What follows belongs to an exercise in optimizing a design on an open flow for small area; a production flow would make more cautious choices.
Where RTL was checked, it was by simulation tests only, not by an equivalence proof against the original.

==> module Lorenz, before the edit <==
module Lorenz(clk, rst, phase, x_init, y_init, z_init, x, y, z);
    input wire clk;
    input wire rst;
    input wire [1:0] phase;
    input wire [31:0] x_init;
    input wire [31:0] y_init;
    input wire [31:0] z_init;
    output reg [31:0] x;
    output reg [31:0] y;
    output reg [31:0] z;
    localparam [31:0] NEGB = 32'hFAAA_AAAB;    
    reg [31:0] t;
    wire sa = rst || phase == 2'd3;
    wire sb = !rst && phase == 2'd0;
    wire sc = !rst && phase == 2'd1;
    wire [26:0] zor;
    assign zor[0] = 1'b0;
    genvar i;
    generate for (i = 1; i < 27; i = i + 1) begin : zo
        assign zor[i] = zor[i-1] | z[i-1];
    end endgenerate
    wire [31:0] w;
    assign w[26:0] = z[26:0] ^ zor;
    assign w[31:27] = ~z[31:27] + 5'b00111 + {4'b0, ~(zor[26] | z[26])};
    wire [31:0] xd, yd, zd;
    wire [23:0] ma = sa ? zd[31:8] : x[31:8];
    wire [31:0] mb = (rst || phase[1]) ? NEGB : phase[0] ? w : y;
    wire [31:0] mc = sa ? zd : sb ? t : y;
    wire [23:0] mr = {24{sc}} & ~y[31:8];
    wire        mcin = sc || (sa && (ma != 24'd0));
    wire [31:0] mo;
    signed_mult mac (.a(ma), .b(mb), .c(mc), .r(mr), .cin(mcin), .out(mo));
    wire [31:0] xn;
    lz_xstep xs (.x(x), .y(y), .xn(xn));
    always @(posedge clk)
    begin
        if (sa || sb)
            t <= mo;
    end
    wire sh = !rst && phase != 2'd1;
    lz_next nx (.init(x_init), .nw(xn), .q(x), .si(rst), .sn(sc), .sh(sh), .d(xd));
    lz_next ny (.init(y_init), .nw(mo), .q(y), .si(rst), .sn(sc), .sh(sh), .d(yd));
    lz_next nz (.init(z_init), .nw(t),  .q(z), .si(rst), .sn(sc), .sh(sh), .d(zd));
    always @(posedge clk)
    begin
        x <= xd;
        y <= yd;
        z <= zd;
    end
endmodule
==> flow/config.mk <==
export PLATFORM = sky130hd
export DESIGN_NAME = Lorenz3D
export DESIGN_NICKNAME = Lorenz3D
export VERILOG_FILES = /design/flow/design.v
export SDC_FILE = /design/flow/constraint.sdc
export NUM_CORES = 4
export LEC_CHECK = 0
export CAP_MARGIN = 0
export CORE_MARGIN = 2
export CORE_UTILIZATION = 60
export CTS_BUF_LIST = sky130_fd_sc_hd__clkbuf_8
export CTS_CLUSTER_DIAMETER = 50
export CTS_CLUSTER_SIZE = 12
export SLEW_MARGIN = 0
export SYNTH_HIERARCHICAL = 1
==> flow/constraint.sdc <==
create_clock -name core_clock -period 18.0 [get_ports {clk}]
set_input_delay 3.6000 -clock core_clock [delete_from_list [all_inputs] [get_ports {clk}]]
set_output_delay 3.6000 -clock core_clock [all_outputs]
set_load 0.01 [all_outputs]
standard.sh (not shown) runs the stock make flow with config.mk's settings and CLKGATE_MAP_FILE= SYNTH_SCRIPT=/design/flow/synth_recipe.tcl, a recipe that flattens the netlist after the stock synthesis.
==> flow/flow/run.sh <==
#!/bin/bash
# Layout flow: the standard synthesis and layout, with one extra step
# between them: combinational cells that synthesis sized up but that drive
# few loads are set back to their smallest drive strength (registers are
# left as synthesis made them); the layout's own timing repair sizes up
# again wherever timing needs it.  Port buffers use the smallest buffer.
set -euo pipefail
bash standard.sh synth > synth.log 2>&1
RESULTS=orfs/results/$FLOW_PLATFORM/Lorenz3D/base \
  openroad -no_init -exit flow/downsize.tcl > downsize.log 2>&1
BUFFER_PORTS_ARGS="-buffer_cell sky130_fd_sc_hd__buf_1" \
  bash standard.sh > layout.log 2>&1
==> flow/flow/downsize.tcl <==
set odb $::env(RESULTS)/1_synth.odb
read_db $odb
set db [ord::get_db]
set block [ord::get_db_block]
set n 0
set saved 0.0
foreach inst [$block getInsts] {
  set master [$inst getMaster]
  set name [$master getName]
  if {[$master isSequential]} { continue }
  if {![regexp {^(sky130_fd_sc_hd__([a-z0-9]+))_([0-9]+)$} $name -> base func size]} { continue }
  if {[regexp {^(df|edf|sdf|dl|buf|clk|conb|tap|fill|decap|diode|fa$|ha$)} $func]} { continue }
  set fanout 0
  foreach it [$inst getITerms] {
    if {[$it isOutputSignal]} {
      set net [$it getNet]
      if {$net ne "NULL"} {
        incr fanout [expr {[llength [$net getITerms]] + [llength [$net getBTerms]] - 1}]
      }
    }
  }
  if {$fanout > 4} { continue }
  foreach s {0 1} {
    if {$s >= $size} { break }
    set m [$db findMaster ${base}_$s]
    if {$m ne "NULL"} {
      set saved [expr {$saved + ([$master getWidth] - [$m getWidth]) * [$master getHeight] / 1e6}]
      $inst swapMaster $m
      incr n
      break
    }
  }
}
puts "downsized $n instances, [format %.1f $saved] um^2"
write_db $odb
Then changed:
--- a/flow/design.v
+++ b/flow/design.v
@@ -1009,39 +1009,35 @@
     input wire [31:0] z_init;
     output reg [31:0] x;
     output reg [31:0] y;
     output reg [31:0] z;
     localparam [31:0] NEGB = 32'hFAAA_AAAB;    
     reg [31:0] t;
-    wire sa = rst || phase == 2'd3;
-    wire sb = !rst && phase == 2'd0;
+    wire sa = rst || phase[1];
     wire sc = !rst && phase == 2'd1;
     wire [26:0] zor;
     assign zor[0] = 1'b0;
     genvar i;
     generate for (i = 1; i < 27; i = i + 1) begin : zo
         assign zor[i] = zor[i-1] | z[i-1];
     end endgenerate
     wire [31:0] w;
     assign w[26:0] = z[26:0] ^ zor;
     assign w[31:27] = ~z[31:27] + 5'b00111 + {4'b0, ~(zor[26] | z[26])};
     wire [31:0] xd, yd, zd;
     wire [23:0] ma = sa ? zd[31:8] : x[31:8];
-    wire [31:0] mb = (rst || phase[1]) ? NEGB : phase[0] ? w : y;
-    wire [31:0] mc = sa ? zd : sb ? t : y;
+    wire [31:0] mb = sa ? NEGB : phase[0] ? w : y;
+    wire [31:0] mc = sa ? zd : phase[0] ? y : t;
     wire [23:0] mr = {24{sc}} & ~y[31:8];
     wire        mcin = sc || (sa && (ma != 24'd0));
     wire [31:0] mo;
     signed_mult mac (.a(ma), .b(mb), .c(mc), .r(mr), .cin(mcin), .out(mo));
     wire [31:0] xn;
     lz_xstep xs (.x(x), .y(y), .xn(xn));
     always @(posedge clk)
-    begin
-        if (sa || sb)
-            t <= mo;
-    end
+        t <= mo;
     wire sh = !rst && phase != 2'd1;
     lz_next nx (.init(x_init), .nw(xn), .q(x), .si(rst), .sn(sc), .sh(sh), .d(xd));
     lz_next ny (.init(y_init), .nw(mo), .q(y), .si(rst), .sn(sc), .sh(sh), .d(yd));
     lz_next nz (.init(z_init), .nw(t),  .q(z), .si(rst), .sn(sc), .sh(sh), .d(zd));
     always @(posedge clk)
     begin
Cell count is lower by 0.79%.
Design area drops by 1.7%.
Critical path depth is unchanged.
Synthesized cell count decreases by 0.39%.
Clock-buffer cell count drops by 4.
Only the layout flow was run in the first run of this note; the RTL was not checked for function there.

-- port drivers added, routing unchanged --
The flow's constraints put no driver on any port. The routed layouts listed below were extracted and timed again, unchanged, in two steps.
Step 1: set_driving_cell puts a clkbuf_16 on clk and a buf_2 on each other input, an assumption about the parent block.
Step 2, shift: input delay + t, output delay - t, t = (earliest + latest rising clock arrival at the registers) / 2. This alone moves slack from input paths to output paths.
Three values: ideal, step 1, step 2; two values: the first two.
| run | t, ns | slack for setup (ns) | worst setup path at the end |
|---|---|---|---|
| the first run | 0.666 | 0.668 / 0.668 / 0.668 | register to register |
| the second run | 0.717 | 0.711 / 0.711 / 0.711 | register to register |
After both steps setup and hold are still met in every run listed.
